Context: an optimization exercise on an open-source flow, tuned for small area. The choices shown serve that exercise and are no tape-out recipe.
The RTL was checked by simulation tests, not by an equivalence proof against the original design.
Power and IR drop assume default switching activity.

==> design.v <==
module dp_ctrl
(
    input  logic [3:0] s,         
    input  logic       tms,
    input  logic       tdi,
    input  logic [4:0] ir,
    input  logic       mode,
    input  logic       valid,
    input  logic       shf,
    input  logic       sr0, sr9,
    input  logic [4:0] srt,       
    input  logic       sr38,
    output logic [3:0] ns,
    output logic       mode_d, valid_d, shf_d,
    output logic [4:0] ir_d,
    output logic       sr_en, upd_en,
    output logic       capture, ncap, cap_dmi, cap_ndmi, cap_id, cap_dtmcs, cap_ir,
    output logic       sr_d40, sr_d37,
    output logic       show, nmode, tdo
);
    wire _000_;
    wire _001_;
    wire _002_;
    wire _003_;
    wire _004_;
    wire _005_;
    wire _006_;
    wire _007_;
    wire _008_;
    wire _009_;
    wire _010_;
    wire _011_;
    wire _012_;
    wire _013_;
    wire _014_;
    wire _015_;
    wire _016_;
    wire _017_;
    wire _018_;
    wire _019_;
    wire _020_;
    wire _021_;
    wire _022_;
    wire _023_;
    wire _024_;
    wire _025_;
    wire _026_;
    wire _027_;
    wire _028_;
    wire _029_;
    wire _030_;
    wire _031_;
    wire _032_;
    wire _033_;
    wire _034_;
    wire _035_;
    wire _036_;
    wire _037_;
    wire _038_;
    wire _039_;
    wire _040_;
    wire _041_;
    wire _042_;
    wire _043_;
    wire _044_;
    wire _045_;
    wire _046_;
    wire _047_;
    dp_g_inv g0 (.A(tms), .Y(_013_));
    dp_g_inv g1 (.A(s[1]), .Y(_014_));
    dp_g_inv g2 (.A(s[3]), .Y(_015_));
    dp_g_inv g3 (.A(s[2]), .Y(_016_));
    dp_g_inv g4 (.A(ir[1]), .Y(_017_));
    dp_g_inv g5 (.A(ir[0]), .Y(_018_));
    dp_g_inv g6 (.A(srt[4]), .Y(_019_));
    dp_g_inv g7 (.A(ir[4]), .Y(_020_));
    dp_g_inv g8 (.A(mode), .Y(nmode));
    dp_g_nor2 g9 (.A(_014_), .B(s[2]), .Y(_021_));
    dp_g_inv g10 (.A(_021_), .Y(_022_));
    dp_g_nand2 g11 (.A(s[0]), .B(s[3]), .Y(_023_));
    dp_g_nor2 g12 (.A(s[1]), .B(s[0]), .Y(_024_));
    dp_g_nand2 g13 (.A(_014_), .B(s[0]), .Y(_025_));
    dp_g_nor2 g14 (.A(s[2]), .B(_025_), .Y(capture));
    dp_g_inv g15 (.A(capture), .Y(ncap));
    dp_g_nor2 g16 (.A(s[3]), .B(ncap), .Y(cap_ir));
    dp_g_and2 g17 (.A(_016_), .B(_024_), .X(_026_));
    dp_g_nand2 g18 (.A(_015_), .B(_026_), .Y(_027_));
    dp_g_nand2 g19 (.A(_021_), .B(_023_), .Y(_028_));
    dp_g_nor2 g20 (.A(_013_), .B(_028_), .Y(_029_));
    dp_g_o21ai g21 (.A1(_013_), .A2(s[3]), .B1(_026_), .Y(_030_));
    dp_g_a32oi g22 (.A1(_016_), .A2(_025_), .A3(_030_), .B1(_013_), .B2(_027_), .Y(_031_));
    dp_g_o21bai g23 (.A1(tms), .A2(_028_), .B1_N(_031_), .Y(ns[1]));
    dp_g_nand3 g24 (.A(s[1]), .B(s[2]), .C(_013_), .Y(_032_));
    dp_g_nand2 g25 (.A(s[2]), .B(_024_), .Y(_033_));
    dp_g_nand3b g26 (.A_N(_032_), .B(_015_), .C(s[0]), .Y(_034_));
    dp_g_nand3 g27 (.A(_025_), .B(_033_), .C(_032_), .Y(ns[2]));
    dp_g_nor2 g28 (.A(tms), .B(_025_), .Y(shf_d));
    dp_g_o21ai g29 (.A1(_013_), .A2(_033_), .B1(_030_), .Y(_035_));
    dp_g_a311oi g30 (.A1(s[0]), .A2(s[3]), .A3(_013_), .B1(shf_d), .C1(_035_), .Y(_036_));
    dp_g_a31oi g31 (.A1(_028_), .A2(_034_), .A3(_036_), .B1(_029_), .Y(ns[0]));
    dp_g_o22ai g32 (.A1(_013_), .A2(_028_), .B1(_015_), .B2(_021_), .Y(ns[3]));
    dp_g_nor2 g33 (.A(s[0]), .B(_022_), .Y(_037_));
    dp_g_nand2 g34 (.A(_015_), .B(_037_), .Y(_038_));
    dp_g_inv g35 (.A(_038_), .Y(_039_));
    dp_g_o22a g36 (.A1(ir[3]), .A2(_039_), .B1(srt[3]), .B2(_038_), .X(ir_d[3]));
    dp_g_o22a g37 (.A1(ir[2]), .A2(_039_), .B1(srt[2]), .B2(_038_), .X(ir_d[2]));
    dp_g_nand2 g38 (.A(srt[1]), .B(_039_), .Y(_040_));
    dp_g_o21ai g39 (.A1(_017_), .A2(_039_), .B1(_040_), .Y(ir_d[1]));
    dp_g_nand2 g40 (.A(srt[0]), .B(_039_), .Y(_041_));
    dp_g_o21ai g41 (.A1(_018_), .A2(_039_), .B1(_041_), .Y(ir_d[0]));
    dp_g_o22ai g42 (.A1(_019_), .A2(_038_), .B1(_020_), .B2(_039_), .Y(ir_d[4]));
    dp_g_nor2 g43 (.A(ir[2]), .B(ir[1]), .Y(_042_));
    dp_g_or3 g44 (.A(ir[3]), .B(ir[2]), .C(ir[1]), .X(_043_));
    dp_g_inv g45 (.A(_043_), .Y(_044_));
    dp_g_nor2 g46 (.A(_020_), .B(_043_), .Y(_045_));
    dp_g_nand2 g47 (.A(ir[0]), .B(_045_), .Y(_046_));
    dp_g_inv g48 (.A(_046_), .Y(_047_));
    dp_g_and3 g49 (.A(s[3]), .B(_037_), .C(_047_), .X(upd_en));
    dp_g_or2 g50 (.A(valid), .B(upd_en), .X(valid_d));
    dp_g_or2 g51 (.A(shf), .B(capture), .X(sr_en));
    dp_g_nand3 g52 (.A(ir[1]), .B(ir[0]), .C(ir[2]), .Y(_000_));
    dp_g_o21ai g53 (.A1(ir[3]), .A2(_042_), .B1(_000_), .Y(_001_));
    dp_g_a32oi g54 (.A1(_018_), .A2(_044_), .A3(_020_), .B1(ir[4]), .B2(_001_), .Y(_002_));
    dp_g_o21ai g55 (.A1(_020_), .A2(_043_), .B1(_002_), .Y(_003_));
    dp_g_nor2 g56 (.A(ncap), .B(_003_), .Y(cap_id));
    dp_g_o22ai g57 (.A1(s[3]), .A2(_017_), .B1(_015_), .B2(_003_), .Y(_004_));
    dp_g_a22o g58 (.A1(sr38), .A2(ncap), .B1(capture), .B2(_004_), .X(sr_d37));
    dp_g_nand2 g59 (.A(ir[4]), .B(cap_ir), .Y(_005_));
    dp_g_o21ai g60 (.A1(s[3]), .A2(ncap), .B1(tdi), .Y(_006_));
    dp_g_a32oi g61 (.A1(s[3]), .A2(capture), .A3(_002_), .B1(_005_), .B2(_006_), .Y(sr_d40));
    dp_g_and3 g62 (.A(_018_), .B(capture), .C(_045_), .X(cap_dtmcs));
    dp_g_nor2 g63 (.A(ncap), .B(_047_), .Y(cap_ndmi));
    dp_g_nor2 g64 (.A(ncap), .B(_046_), .Y(cap_dmi));
    dp_g_nand2 g65 (.A(mode), .B(_027_), .Y(_007_));
    dp_g_o21ai g66 (.A1(tms), .A2(_027_), .B1(_007_), .Y(mode_d));
    dp_g_and2 g67 (.A(valid), .B(mode), .X(show));
    dp_g_nand2 g68 (.A(_015_), .B(srt[0]), .Y(_008_));
    dp_g_nand2 g69 (.A(sr9), .B(_002_), .Y(_009_));
    dp_g_o21ai g70 (.A1(_019_), .A2(_002_), .B1(_009_), .Y(_010_));
    dp_g_nor2 g71 (.A(_047_), .B(_010_), .Y(_011_));
    dp_g_o21ai g72 (.A1(sr0), .A2(_046_), .B1(s[3]), .Y(_012_));
    dp_g_o21ai g73 (.A1(_011_), .A2(_012_), .B1(_008_), .Y(tdo));
endmodule
module dp_g_a22o (input logic A1, A2, B1, B2, output logic X);
    assign X = (B1&B2) | (A1&A2);
endmodule
module dp_g_a311oi (input logic A1, A2, A3, B1, C1, output logic Y);
    assign Y = (!A1&!B1&!C1) | (!A2&!B1&!C1) | (!A3&!B1&!C1);
endmodule
module dp_g_a31oi (input logic A1, A2, A3, B1, output logic Y);
    assign Y = (!A1&!B1) | (!A2&!B1) | (!A3&!B1);
endmodule
module dp_g_a32oi (input logic A1, A2, A3, B1, B2, output logic Y);
    assign Y = (!A1&!B1) | (!A1&!B2) | (!A2&!B1) | (!A3&!B1) | (!A2&!B2) | (!A3&!B2);
endmodule
module dp_g_and2 (input logic A, B, output logic X);
    assign X = (A&B);
endmodule
module dp_g_and3 (input logic A, B, C, output logic X);
    assign X = (A&B&C);
endmodule
module dp_g_inv (input logic A, output logic Y);
    assign Y = (!A);
endmodule
module dp_g_nand2 (input logic A, B, output logic Y);
    assign Y = (!A) | (!B);
endmodule
module dp_g_nand3 (input logic A, B, C, output logic Y);
    assign Y = (!A) | (!B) | (!C);
endmodule
module dp_g_nand3b (input logic A_N, B, C, output logic Y);
    assign Y = (A_N) | (!B) | (!C);
endmodule
module dp_g_nor2 (input logic A, B, output logic Y);
    assign Y = (!A&!B);
endmodule
module dp_g_o21ai (input logic A1, A2, B1, output logic Y);
    assign Y = (!A1&!A2) | (!B1);
endmodule
module dp_g_o21bai (input logic A1, A2, B1_N, output logic Y);
    assign Y = (!A1&!A2) | (B1_N);
endmodule
module dp_g_o22a (input logic A1, A2, B1, B2, output logic X);
    assign X = (A1&B1) | (A2&B1) | (A1&B2) | (A2&B2);
endmodule
module dp_g_o22ai (input logic A1, A2, B1, B2, output logic Y);
    assign Y = (!B1&!B2) | (!A1&!A2);
endmodule
module dp_g_or2 (input logic A, B, output logic X);
    assign X = (A) | (B);
endmodule
module dp_g_or3 (input logic A, B, C, output logic X);
    assign X = (A) | (B) | (C);
endmodule
module dp_dtm
(
    input   logic   [0  : 0]    tdi,
    input   logic   [0  : 0]    tms,
    input   logic   [0  : 0]    tck,
    input   logic   [0  : 0]    trst,
    output  logic   [0  : 0]    tdo,
    output  logic   [6  : 0]    dmi_address,
    output  logic   [31 : 0]    dmi_wdata,
    input   logic   [31 : 0]    dmi_rdata,
    output  logic   [1  : 0]    dmi_op
);
    logic [3:0]  state, next_state;   
    logic        mode, mode_d;
    logic        shf, shf_d;          
    logic [4:0]  ir, ir_d;            
    logic [40:0] sr;                  
    logic [40:0] sr_d;
    logic [40:0] upd;                 
    logic        valid, valid_d;      
    logic        sr_en, upd_en;
    logic        capture, ncap, cap_dmi, cap_ndmi, cap_id, cap_dtmcs, cap_ir;
    logic        show, nmode;
    dp_ctrl ctrl
    (
        .s          ( state         ),
        .tms        ( tms           ),
        .tdi        ( tdi           ),
        .ir         ( ir            ),
        .mode       ( mode          ),
        .valid      ( valid         ),
        .shf        ( shf           ),
        .sr0        ( sr[0]         ),
        .sr9        ( sr[9]         ),
        .srt        ( sr[40:36]     ),
        .sr38       ( sr[38]        ),
        .ns         ( next_state    ),
        .mode_d     ( mode_d        ),
        .valid_d    ( valid_d       ),
        .shf_d      ( shf_d         ),
        .ir_d       ( ir_d          ),
        .sr_en      ( sr_en         ),
        .upd_en     ( upd_en        ),
        .capture    ( capture       ),
        .ncap       ( ncap          ),
        .cap_dmi    ( cap_dmi       ),
        .cap_ndmi   ( cap_ndmi      ),
        .cap_id     ( cap_id        ),
        .cap_dtmcs  ( cap_dtmcs     ),
        .cap_ir     ( cap_ir        ),
        .sr_d40     ( sr_d[40]      ),
        .sr_d37     ( sr_d[37]      ),
        .show       ( show          ),
        .nmode      ( nmode         ),
        .tdo        ( tdo           )
    );
    always_ff @(posedge tck, negedge trst)
        if (!trst) begin
            state <= 4'h0;
            mode  <= 1'b0;
            valid <= 1'b0;
            ir    <= 5'h01;
        end else begin
            state <= next_state;
            mode  <= mode_d;
            valid <= valid_d;
            ir    <= ir_d;
        end
    always_ff @(posedge tck)
        shf <= shf_d;
    dp_ao22  b39 (cap_ir, ir[3], ncap, sr[40], sr_d[39]);
    dp_ao22  b38 (cap_ir, ir[2], ncap, sr[39], sr_d[38]);
    dp_ao22  b36 (cap_ir, ir[0], ncap, sr[37], sr_d[36]);
    dp_and2  b35 (ncap, sr[36], sr_d[35]);
    dp_and2  b34 (ncap, sr[35], sr_d[34]);
    genvar j;
    generate
        for (j = 2; j <= 33; j = j + 1) begin : g_sr
            if (j == 23 || j == 22 || j == 12 || j == 11 || j == 10)
                dp_ao221 b (cap_dmi, dmi_rdata[j-2], ncap, sr[j+1], cap_id, sr_d[j]);
            else if (j == 21 || j == 9)
                dp_ao221 b (cap_dmi, dmi_rdata[j-2], ncap, sr[j+1], cap_ndmi, sr_d[j]);
            else if (j == 15 || j == 14)
                dp_ao221 b (cap_dmi, dmi_rdata[j-2], ncap, sr[j+1], cap_dtmcs, sr_d[j]);
            else if (j <= 8)
                dp_ao22  b (capture, dmi_rdata[j-2], ncap, sr[j+1], sr_d[j]);
            else
                dp_ao22  b (cap_dmi, dmi_rdata[j-2], ncap, sr[j+1], sr_d[j]);
        end
    endgenerate
    dp_and2  b1 (ncap, sr[2], sr_d[1]);
    dp_and2  b0 (ncap, sr[1], sr_d[0]);
    always_ff @(posedge tck)
        if (sr_en) sr <= sr_d;
    always_ff @(posedge tck)
        if (upd_en) upd <= sr;
    generate
        for (j = 0; j < 32; j = j + 1) begin : g_wdata
            dp_ao22 o (show, upd[j+2], nmode, dmi_rdata[j], dmi_wdata[j]);
        end
        for (j = 0; j < 7; j = j + 1) begin : g_addr
            dp_and2 o (show, upd[j+34], dmi_address[j]);
        end
        for (j = 0; j < 2; j = j + 1) begin : g_op
            dp_and2 o (show, upd[j], dmi_op[j]);
        end
    endgenerate
endmodule
module dp_ao22 (input logic a, b, c, d, output logic y);
    assign y = (a & b) | (c & d);
endmodule
module dp_ao221 (input logic a, b, c, d, e, output logic y);
    assign y = (a & b) | (c & d) | e;
endmodule
module dp_and2 (input logic a, b, output logic y);
    assign y = a & b;
endmodule
==> run.sh <==
#!/bin/bash
# synth_recipe.tcl (not shown) runs the flow's synth.tcl, then flattens the netlist and writes it again
# the make line also repeats each setting of config.mk as NAME=value (left out here)
make -C /OpenROAD-flow-scripts/flow DESIGN_CONFIG=/design/flow/config.mk WORK_HOME=/design/flow/orfs CLKGATE_MAP_FILE= SYNTH_SCRIPT=/design/flow/synth_recipe.tcl finish
==> config.mk <==
export PLATFORM = sky130hd
export DESIGN_NAME = dp_dtm
export DESIGN_NICKNAME = dp_dtm
export VERILOG_FILES = /design/flow/design.v
export SDC_FILE = /design/flow/constraint.sdc
export NUM_CORES = 4
export LEC_CHECK = 0
export CAP_MARGIN = 0
export CORE_MARGIN = 2
export CORE_UTILIZATION = 55
export SLEW_MARGIN = 0
export SYNTH_HIERARCHICAL = 1
export SYNTH_MINIMUM_KEEP_SIZE = 0
==> constraint.sdc <==
create_clock -name core_clock -period 10.0 [get_ports {tck}]
set_input_delay 2.0000 -clock core_clock [delete_from_list [all_inputs] [get_ports {tck}]]
set_output_delay 2.0000 -clock core_clock [all_outputs]
set_load 0.01 [all_outputs]
==> impl_metrics.json, run 1 <==
{
  "status": "complete, no violations",
  "layoutNonFillerInstCount": 422,
  "synth_compound_area_share_pct": 19.6,
  "yosysWarnings": 7,
  "combPwrFrac_pct": 31.4,
  "end_kind": "primary output",
  "max_cap_violations": 0,
  "final_util_pct": 73.2,
  "rows": 30,
  "yosysTopAreaCell": "edfxtp_1",
  "wl_per_cell_um": 19.8,
  "synth_fa_ha_area_share_pct": 0,
  "ff2ff_path_depth": 5,
  "critPathTopFamily": "buffers and inverters",
  "syn_area_sq_um": 3800,
  "cpPeakStageDelay_ns": 0.57,
  "io_pins": 78,
  "switchingPower_w": 0.000442,
  "drv_slew": 0,
  "required_ns": 8.00,
  "synth.most_common_cell": "edfxtp_1",
  "postRouteAntennaNets": 0,
  "fillers": 463,
  "worstPathMaxFanout": 2,
  "setup_violations": 0,
  "routed_via_density": 6.11,
  "grt_pass1_wl_mm": 12.7,
  "final_nets": 374,
  "insertedDiodeCount": 0,
  "cts_buffer_depth": 2,
  "track_usage_pct": 22.9,
  "dieHeight_um": 87.2,
  "leakage_nw": 1.87,
  "fin_crit_ns": 5.23,
  "holdWs_ns": 0.451,
  "synth_common_cells": "edfxtp_1, a22o_1, and2_1",
  "syn2layout_area_growth_pct": 30.0,
  "clock_skew_ns": 0.0128,
  "min_path_type": "reg2reg",
  "min_from": "sr[35]",
  "multi_input_area_sq_um": 996,
  "relSlewSlack_pct": 26.5,
  "criticalPathCategory": "in2out",
  "root_buffer": "clkbuf_8",
  "rrSetupSlack_ns": 7.16,
  "p_int_w": 0.00104,
  "hold_viol": 0,
  "rsz0062_at_grt": "no",
  "ys_async_sr_fraction_pct": 11.7,
  "synth-seq-cells": 94,
  "tightest_slew_ns": 1.10,
  "cp_common_cell": "clkdlybuf4s50_1",
  "ys_types": 22,
  "grt_max_degree": 45,
  "vias": 2577,
  "synthTopCellsByArea": "edfxtp_1, a22o_1, dfrtp_1, and2_1, a221o_1",
  "grt_pass1_vias": 2508,
  "vdd_ir_drop_max_mv": 0.248,
  "synth_top_area_share_pct": 64.7,
  "clock-sinks": 94,
  "tns_ns": 0,
  "cts_buffers": 9,
  "yosys.area_share.simple_pct": 6.45,
  "synth_edf_count": 82,
  "cts_tree": "yes",
  "postRouteWirelength_mm": 8.36,
  "dr.pass1.iters": 5,
  "clk_latency_ns": 0.34,
  "synth_xor_area_share_pct": 0,
  "syn_avg_cell_area_sq_um": 15.3,
  "powerDensity_nw_per_um2": 299,
  "cp_cell_sequence": "clkdlybuf4s50_1 -> a22o_1 -> clkdlybuf4s50_1",
  "dp.cells": 407,
  "place_congestion": 0.830,
  "whs_path_depth": 0,
  "layout-drive-gt1-share_pct": 5.56,
  "syn_inst": 248,
  "synth_flop_cell": "edfxtp_1",
  "cp-start-kind": "primary input",
  "pre_cts_ws_ns": 4.80,
  "dp_hpwl_mm": 5.26,
  "ys_seq_area_share_pct": 72.5,
  "clkPwrFrac_pct": 21.0,
  "io_buffer_count": 77,
  "reg2reg_from": "state[0]",
  "start_util_pct": 56.3,
  "path_clk_slew_ns": 0.09,
  "htreeDepth": 3,
  "max_freq_mhz": 191,
  "synth_mux_area_share_pct": 0,
  "syn_nets": 284,
  "die_w_um": 87.2,
  "route.detailed.drc": 0,
  "fp.coreArea_sq_um": 6760,
  "cp_slowest_cell": "clkdlybuf4s50_1",
  "postCtsSetupRepairBufs": 0,
  "min_to": "upd[35]",
  "crit_cells": 3,
  "holdBufCountCts": 0,
  "regArea_sq_um": 2760,
  "reg2reg_to": "sr[10]",
  "die_area_sq_um": 7600,
  "synth_top_family_by_area": "compound AO/OA/AOI/OAI gates",
  "crit_buf_inv": 2,
  "post_cts_resized": 0,
  "overflow": 0,
  "arrival_ns": 3.23,
  "min_period_over_period_pct": 52.3,
  "swShare_pct": 29.9,
  "antenna_found_initial": 0,
  "pwr-share-seq_pct": 47.6,
  "setup_ws_ns": 4.77,
  "initialDrtViolationCount": 244
}
==> cell type report <==
cell class / instances / share of cell area, %
Tap cell: 80 / 2.02
Sequential cell: 94 / 55.8
Clock buffer: 11 / 2.66
Timing Repair Buffer: 79 / 15.9
Multi-Input combinational cell: 140 / 20.1
Inverter: 14 / 1.06
Clock inverter: 4 / 2.43
==> metrics by stage <==
stage	area, sq um	total power, W
detailed placement	4690	0.00117
finish	4940	0.00148
global route	4940	0.00155
global placement	4690	0.00116
floorplan	3800	0.000966
CTS	4940	0.00149
==> metal layers <==
metal | up-vias | GRT usage, % | part of all wire [%]
met3 | 8 | 4.08 | 6.4
li1 | 1193 | - | -
met5 | - | 0 | 0
met1 | 1274 | 31.8 | 42
met4 | 0 | 11.0 | 1.4
met2 | 102 | 35.3 | 50
==> sequential cells by signal (all words and copies together), names as in the netlist <==
register,cells
sr,41
upd,41
ir,5
state,4
mode,1
shf,1
valid,1
==> power by group through the flow <==
stage	clock network, W	logic, W	registers [W]
6_report	0.000311	0.000465	0.000704
5_1_grt	0.000333	0.000505	0.000717
4_1_cts	0.000316	0.000470	0.000703
3_5_place_dp	0	0.000464	0.000708
3_3_place_gp	0	0.000458	0.000702
2_1_floorplan	0	0.000288	0.000678
==> worst register-to-register path, cell delays in order (launching register included) <==
cell	delay [ns]
dfrtp_1	0.44
nand2_1	0.15
nor2_1	0.75
inv_1	0.16
nor2_2	0.87
a221o_1	0.33
==> per-module statistics from Yosys, one instance, submodules excluded, excerpt <==
module	cell area (sq um)	cells	copies in the design
dp_g_and2	6.26	1	2
dp_g_o21bai	7.51	1	1
dp_g_o22a	8.76	1	2
dp_g_inv	3.75	1	14
dp_g_nand3	5.00	1	3
dp_and2	6.26	1	13
dp_g_a22o	8.76	1	1
dp_g_nand2	3.75	1	13
==> worst max path at each step <==
stage / start / to
floorplan: dmi_rdata[0] / dmi_wdata[0]
global placement: dmi_rdata[7] / dmi_wdata[7]
detailed placement: dmi_rdata[19] / dmi_wdata[19]
CTS: dmi_rdata[19] / dmi_wdata[19]
global route: dmi_rdata[27] / dmi_wdata[27]
finish: dmi_rdata[19] / dmi_wdata[19]
==> cells in the final DEF, fill, tap and decap left out <==
cell	n
clkbuf_1	2
nand2_1	13
nand3b_1	1
bufinv_16	4
nor2_1	12
o21bai_1	1
a31oi_1	1
nor2_2	1
dfstp_2	1
edfxtp_1	82
dfrtp_1	10
o21ai_1	11
a32oi_1	3
o22ai_1	3
o22a_1	2
clkbuf_8	9
or2_2	1
and3_2	1
dfxtp_1	1
or2_1	1
nand3_1	3
a311oi_1	1
buf_4	2
a22o_1	59
and2_1	15
inv_1	14
and3_1	1
or3_1	1
a221o_1	9
clkdlybuf4s50_1	77
==> kinds of logic after synthesis <==
logic type             Yosys count
AND/OR/NAND/NOR                 50
flip-flops                      94
buffers and inverters           14
AO/OA/AOI/OAI                   90
==> run 2: changes to the inputs <==
--- a/config.mk
+++ b/config.mk
@@ -9,3 +9,4 @@
 export CORE_MARGIN = 2
-export CORE_UTILIZATION = 55
+export CORE_UTILIZATION = 40
+export PLACE_DENSITY = 0.75
 export SLEW_MARGIN = 0
==> run 2 against run 1 <==
Synthesized cell count stayed put. Hold slack worse by 0.0059 ns. Flip-flop and latch count stayed put. Sequential share of layout area hardly changed. Utilization is 20 points lower. Cell count is 12% higher. Worst setup slack better by 0.026 ns. Area after synthesis stayed put. Combinational power hardly changed. Via count is 0.58% lower. Critical path depth stayed put. Critical endpoint is now dmi_wdata[11].
==> impl_metrics.json, run 2 <==
{
  "status": "complete, no violations",
  "syn2layout_area_growth_pct": 29.9,
  "cp-start-kind": "primary input",
  "synth.most_common_cell": "edfxtp_1",
  "vdd_ir_drop_max_mv": 0.223,
  "max_freq_mhz": 192,
  "track_usage_pct": 17.3,
  "die_w_um": 102,
  "max_cap_violations": 0,
  "mostFrequentLayoutCell": "edfxtp_1",
  "grt_max_degree": 45,
  "setup_violations": 0,
  "p_int_w": 0.000960,
  "clk_latency_ns": 0.35,
  "arrival_ns": 3.20,
  "clock_skew_ns": 0.00842,
  "postRouteWirelength_mm": 8.46,
  "power_w": 0.00141,
  "start_util_pct": 41.2,
  "rrSetupSlack_ns": 7.21,
  "rows": 35,
  "syn_area_sq_um": 3800,
  "ys_types": 22,
  "dp.cells": 456,
  "final_nets": 374,
  "tns_ns": 0,
  "initialDrtViolationCount": 132,
  "worstPathMaxFanout": 2,
  "postCtsSetupRepairBufs": 0,
  "vias": 2562,
  "fillers": 795,
  "postRouteAntennaNets": 0,
  "route.detailed.drc": 0,
  "htreeDepth": 3,
  "synth_common_cells": "edfxtp_1, a22o_1, and2_1",
  "die_area_sq_um": 10300,
  "criticalPathCategory": "in2out",
  "antenna_found_initial": 0,
  "regArea_sq_um": 2760,
  "insertedDiodeCount": 0,
  "grt_pass1_vias": 2567,
  "cts_buffers": 9,
  "fp.coreArea_sq_um": 9240,
  "place_congestion": 0.867,
  "overflow": 0,
  "routed_via_density": 5.44,
  "syn_avg_cell_area_sq_um": 15.3,
  "clock-sinks": 94,
  "cts_tree": "yes",
  "required_ns": 8.00,
  "dp_hpwl_mm": 5.27,
  "synth_top_area_share_pct": 64.7,
  "switchingPower_w": 0.000447,
  "rsz0062_at_grt": "no",
  "layout-drive-gt1-share_pct": 5.56,
  "min_path_type": "reg2reg",
  "relSlewSlack_pct": 26.8,
  "yosysTopAreaCell": "edfxtp_1",
  "pwr-share-seq_pct": 49.8,
  "drv_slew": 0,
  "min_period_over_period_pct": 52.0,
  "ys_seq_area_share_pct": 72.5,
  "tightest_slew_ns": 1.10,
  "fin_crit_ns": 5.20,
  "syn_nets": 284,
  "hold_viol": 0,
  "multi_input_area_sq_um": 996,
  "holdBufCountCts": 0,
  "synthTopCellsByArea": "edfxtp_1, a22o_1, dfrtp_1, and2_1, a221o_1",
  "synth-seq-cells": 94,
  "path_clk_slew_ns": 0.09,
  "combPwrFrac_pct": 33.1,
  "io_buffer_count": 77,
  "dieHeight_um": 102,
  "dr.pass1.iters": 5,
  "layoutNonFillerInstCount": 471,
  "synth_edf_count": 82,
  "ys_async_sr_fraction_pct": 11.7,
  "post_cts_resized": 0,
  "clkPwrFrac_pct": 17.1,
  "yosysWarnings": 7,
  "root_buffer": "clkbuf_8",
  "io_pins": 78,
  "syn_inst": 248,
  "leakage_nw": 1.84,
  "final_cell_mix": "edfxtp_1, clkdlybuf4s50_1, a22o_1, and2_1, inv_1",
  "wl_per_cell_um": 18.0,
  "powerDensity_nw_per_um2": 285,
  "largestRegisters": "sr x41, upd x41, ir x5",
  "swShare_pct": 31.8,
  "grt_pass1_wl_mm": 13.6,
  "end_kind": "primary output",
  "cts_buffer_depth": 2,
  "synth_flop_cell": "edfxtp_1"
}
==> run 2: cell counts after synthesis <==
No cell type changed its count.
==> run 2: metal layers <==
| metal | wire length (um) | vias to the layer above | global-route usage, % | part of all wire (%) |
|---|---|---|---|---|
| met5 | 0 | - | 0 | 0 |
| met4 | 104 | 0 | 5.82 | 1.2 |
| met3 | 583 | 8 | 3.31 | 6.9 |
| met2 | 4070 | 102 | 27.0 | 48 |
| met1 | 3700 | 1261 | 24.5 | 44 |
| li1 | - | 1191 | - | - |
==> run 2: metrics by stage <==
step | hold slack, ns | util (%) | instance area [sq um] | setup WS, ns
after floorplan | 0.417 | - | 3800 | 5.80
after global placement | 0.425 | 51.5 | 4750 | 4.78
final | 0.445 | 53.5 | 4940 | 4.80
after global routing | 0.460 | 53.5 | 4940 | 4.75
after CTS | 0.444 | 53.5 | 4940 | 4.78
after detailed placement | 0.429 | 51.5 | 4750 | 4.78
==> run 2: final timing paths <==
check	from	end	cells after the start
max	dmi_rdata[11]	dmi_wdata[11]	3
min	sr[35]	upd[35]	0
max reg2reg	state[0]	sr[11]	5
min reg2reg	sr[35]	upd[35]	0
max in group asynchronous	trst[0]	ir[0]	1
min in group asynchronous	trst[0]	state[2]	1
==> run 2: worst max-delay path, stage by stage <==
cell	delay, ns
clkdlybuf4s50_1	0.51
a22o_1	0.15
clkdlybuf4s50_1	0.55
==> run 2: Yosys stat by module, one instance, submodules excluded, excerpt <==
module | cells | flops+latches | times used
dp_g_nand3b | 1 | 0 | 1
dp_g_a31oi | 1 | 0 | 1
dp_g_o22ai | 1 | 0 | 3
dp_ao221 | 1 | 0 | 9
dp_g_a311oi | 1 | 0 | 1
dp_g_inv | 1 | 0 | 14
dp_dtm | 94 | 94 | 1
dp_g_o21ai | 1 | 0 | 11
dp_g_and2 | 1 | 0 | 2
dp_g_o22a | 1 | 0 | 2
dp_g_a22o | 1 | 0 | 1
dp_g_nor2 | 1 | 0 | 13
dp_g_o21bai | 1 | 0 | 1
==> run 2: logic make-up after synthesis <==
kind of cell           count (synthesis)  synth area share (%)
and+or+nand+nor                       50                  6.45
AOI/OAI and AO/OA                     90                  19.6
buffers and inverters                 14                  1.38
DFF                                   94                  72.5
==> run 2: final cells by class <==
type,instances,area share [%]
well taps,129,3.27
clock inverters,6,1.27
multi-input cells,140,20.2
inverters,14,1.06
repair buffers,79,15.9
clock buffers,9,2.51
flip-flops and latches,94,55.8
==> run 2: power groups by stage <==
stage	combinational (W)	clock, W	sequential (W)
floorplan	0.000288	0	0.000678
global placement	0.000455	0	0.000700
finish	0.000466	0.000241	0.000700
CTS	0.000471	0.000247	0.000701
global route	0.000516	0.000263	0.000718
detailed placement	0.000464	0	0.000708
==> run 3: changes to the inputs <==
--- a/config.mk
+++ b/config.mk
@@ -10,3 +10,2 @@
 export CORE_UTILIZATION = 40
-export PLACE_DENSITY = 0.75
 export SLEW_MARGIN = 0
==> run 3 against run 2 <==
Critical path depth unchanged. Area after synthesis stayed put. Hold slack lost 0.0012 ns. Critical path type unchanged. Highest routed layer unchanged.
==> impl_metrics.json, run 3 <==
{
  "cts_tree": "yes",
  "max_cap_violations": 0,
  "postRouteWirelength_mm": 8.33,
  "final_nets": 375,
  "io_pins": 78,
  "relSlewSlack_pct": 27.7,
  "cts_buffers": 9,
  "largestRegisters": "sr x41, upd x41, ir x5",
  "synth_common_cells": "edfxtp_1, a22o_1, and2_1",
  "layoutNonFillerInstCount": 472,
  "postRouteAntennaNets": 0,
  "arrival_ns": 3.20,
  "cp_slowest_cell": "clkdlybuf4s50_1",
  "multi_input_area_sq_um": 996,
  "routed_via_density": 5.46,
  "rsz0062_at_grt": "no",
  "synth_flop_cell": "edfxtp_1",
  "rows": 35,
  "dp_hpwl_mm": 5.12,
  "min_period_over_period_pct": 52.0,
  "synth_top_area_share_pct": 64.7,
  "ys_async_sr_fraction_pct": 11.7,
  "cts_buffer_depth": 2,
  "criticalPathCategory": "in2out",
  "status": "complete, no violations",
  "layout-drive-gt1-share_pct": 6.41,
  "min_path_type": "reg2reg",
  "clock-sinks": 94,
  "grt_pass1_wl_mm": 13.1,
  "end_kind": "primary output",
  "path_clk_slew_ns": 0.08,
  "route.detailed.drc": 0,
  "overflow": 0,
  "rrSetupSlack_ns": 7.50,
  "setup_violations": 0,
  "syn_inst": 248,
  "fin_crit_ns": 5.20,
  "synth-seq-cells": 94,
  "grt_pass1_vias": 2485,
  "fillers": 787,
  "root_buffer": "clkbuf_8",
  "yosysTopAreaCell": "edfxtp_1",
  "powerDensity_nw_per_um2": 289,
  "post_cts_resized": 0,
  "antenna_found_initial": 0,
  "clk_latency_ns": 0.35,
  "track_usage_pct": 16.7,
  "pre_cts_ws_ns": 4.79,
  "grt_max_degree": 45,
  "yosysWarnings": 7,
  "tns_ns": 0,
  "min_from": "sr[35]",
  "cpPeakStageDelay_ns": 0.54,
  "hold_viol": 0,
  "cp_cell_sequence": "clkdlybuf4s50_1 -> a22o_1 -> clkdlybuf4s50_1",
  "fp.coreArea_sq_um": 9240,
  "ys_seq_area_share_pct": 72.5,
  "htreeDepth": 3,
  "place_congestion": 0.820,
  "setup_ws_ns": 4.80,
  "holdBufCountCts": 0,
  "synth.most_common_cell": "edfxtp_1",
  "vias": 2576,
  "dp.cells": 457,
  "die_w_um": 102,
  "drv_slew": 0,
  "syn_nets": 284,
  "reg2reg_from": "ir[2]",
  "synth_edf_count": 82,
  "cp_common_cell": "clkdlybuf4s50_1",
  "final_cell_mix": "edfxtp_1, clkdlybuf4s50_1, a22o_1, and2_1, inv_1",
  "dr.pass1.iters": 4,
  "max_freq_mhz": 192,
  "syn2layout_area_growth_pct": 30.9,
  "initialDrtViolationCount": 140,
  "insertedDiodeCount": 0,
  "ys_types": 22,
  "worstPathMaxFanout": 2,
  "leakage_nw": 1.87,
  "start_util_pct": 41.2,
  "die_area_sq_um": 10300,
  "io_buffer_count": 77,
  "dieHeight_um": 102,
  "postCtsSetupRepairBufs": 0,
  "regArea_sq_um": 2760,
  "clock_skew_ns": 0.0122,
  "cp-start-kind": "primary input",
  "cp-startpoint": "dmi_rdata[11]",
  "vdd_ir_drop_max_mv": 0.183,
  "syn_avg_cell_area_sq_um": 15.3,
  "wl_per_cell_um": 17.6,
  "tightest_slew_ns": 1.08,
  "required_ns": 8.00,
  "synthTopCellsByArea": "edfxtp_1, a22o_1, dfrtp_1, and2_1, a221o_1",
  "syn_area_sq_um": 3800,
  "mostFrequentLayoutCell": "edfxtp_1"
}
-- run 3: cell type report --
type,instances,area share (%)
Sequential cell,94,55.4
Multi-Input combinational cell,140,20.0
Timing Repair Buffer,80,15.9
Tap cell,129,3.24
Clock buffer,9,2.49
Clock inverter,6,1.88
Inverter,14,1.06
-- run 3: worst paths after layout --
check / to / depth (start not counted)
setup / recovery: dmi_wdata[11] / 3
hold / removal: upd[35] / 0
setup reg to reg: upd[14] / 5
hold reg to reg: upd[35] / 0
max in group asynchronous: ir[0] / 1
min in group asynchronous: state[1] / 1
-- run 3: stage by stage --
| stage | util, % | instance area [sq um] | hold slack (ns) | total power [W] |
|---|---|---|---|---|
| floorplan | - | 3800 | 0.417 | 0.000966 |
| global placement | 51.5 | 4760 | 0.424 | 0.00117 |
| detailed placement | 51.5 | 4760 | 0.427 | 0.00117 |
| CTS | 53.9 | 4980 | 0.448 | 0.00146 |
| global route | 53.9 | 4980 | 0.463 | 0.00153 |
| finish | 53.9 | 4980 | 0.444 | 0.00144 |
-- run 3: power by group --
| group | leakage (nW) | switching (W) | internal [W] |
|---|---|---|---|
| clock network | 0.112 | 0.000134 | 0.000143 |
| logic | 0.856 | 0.000244 | 0.000224 |
| registers | 0.899 | 0.0000730 | 0.000624 |
| total | 1.87 | 0.000451 | 0.000991 |
-- run 3: cell families after synthesis --
group                  count (synthesis)  share of synthesized area (%)
AO/OA/AOI/OAI                         90                           19.6
AND/OR/NAND/NOR                       50                           6.45
flip-flops                            94                           72.5
buffers and inverters                 14                           1.38
-- run 3: per-module statistics from Yosys, one instance, submodules excluded, excerpt --
module | cells inside | flip-flops and latches | area [sq um]
dp_dtm | 94 | 94 | 2760
dp_g_o21ai | 1 | 0 | 5.00
dp_g_and2 | 1 | 0 | 6.26
dp_and2 | 1 | 0 | 6.26
dp_ao221 | 1 | 0 | 10.0
dp_g_o22ai | 1 | 0 | 6.26
dp_g_nand2 | 1 | 0 | 3.75
dp_g_o22a | 1 | 0 | 8.76
dp_g_a311oi | 1 | 0 | 8.76
dp_g_nand3 | 1 | 0 | 5.00
dp_g_inv | 1 | 0 | 3.75
dp_g_o21bai | 1 | 0 | 7.51
dp_g_and3 | 1 | 0 | 6.26
dp_g_a32oi | 1 | 0 | 8.76
-- run 3: layer usage --
metal | up-vias | track usage (%) | part of all wire [%]
li1 | 1192 | - | -
met1 | 1305 | 23.8 | 47
met2 | 73 | 25.5 | 46
met3 | 6 | 5.24 | 5.4
met4 | 0 | 3.43 | 0.82
met5 | - | 0 | 0
-- run 3: worst max-delay path, delay by kind of cell --
| kind | cells | cell delay (ns) |
|---|---|---|
| AOI/OAI and AO/OA | 1 | 0.16 |
| buffers and inverters | 2 | 1.05 |
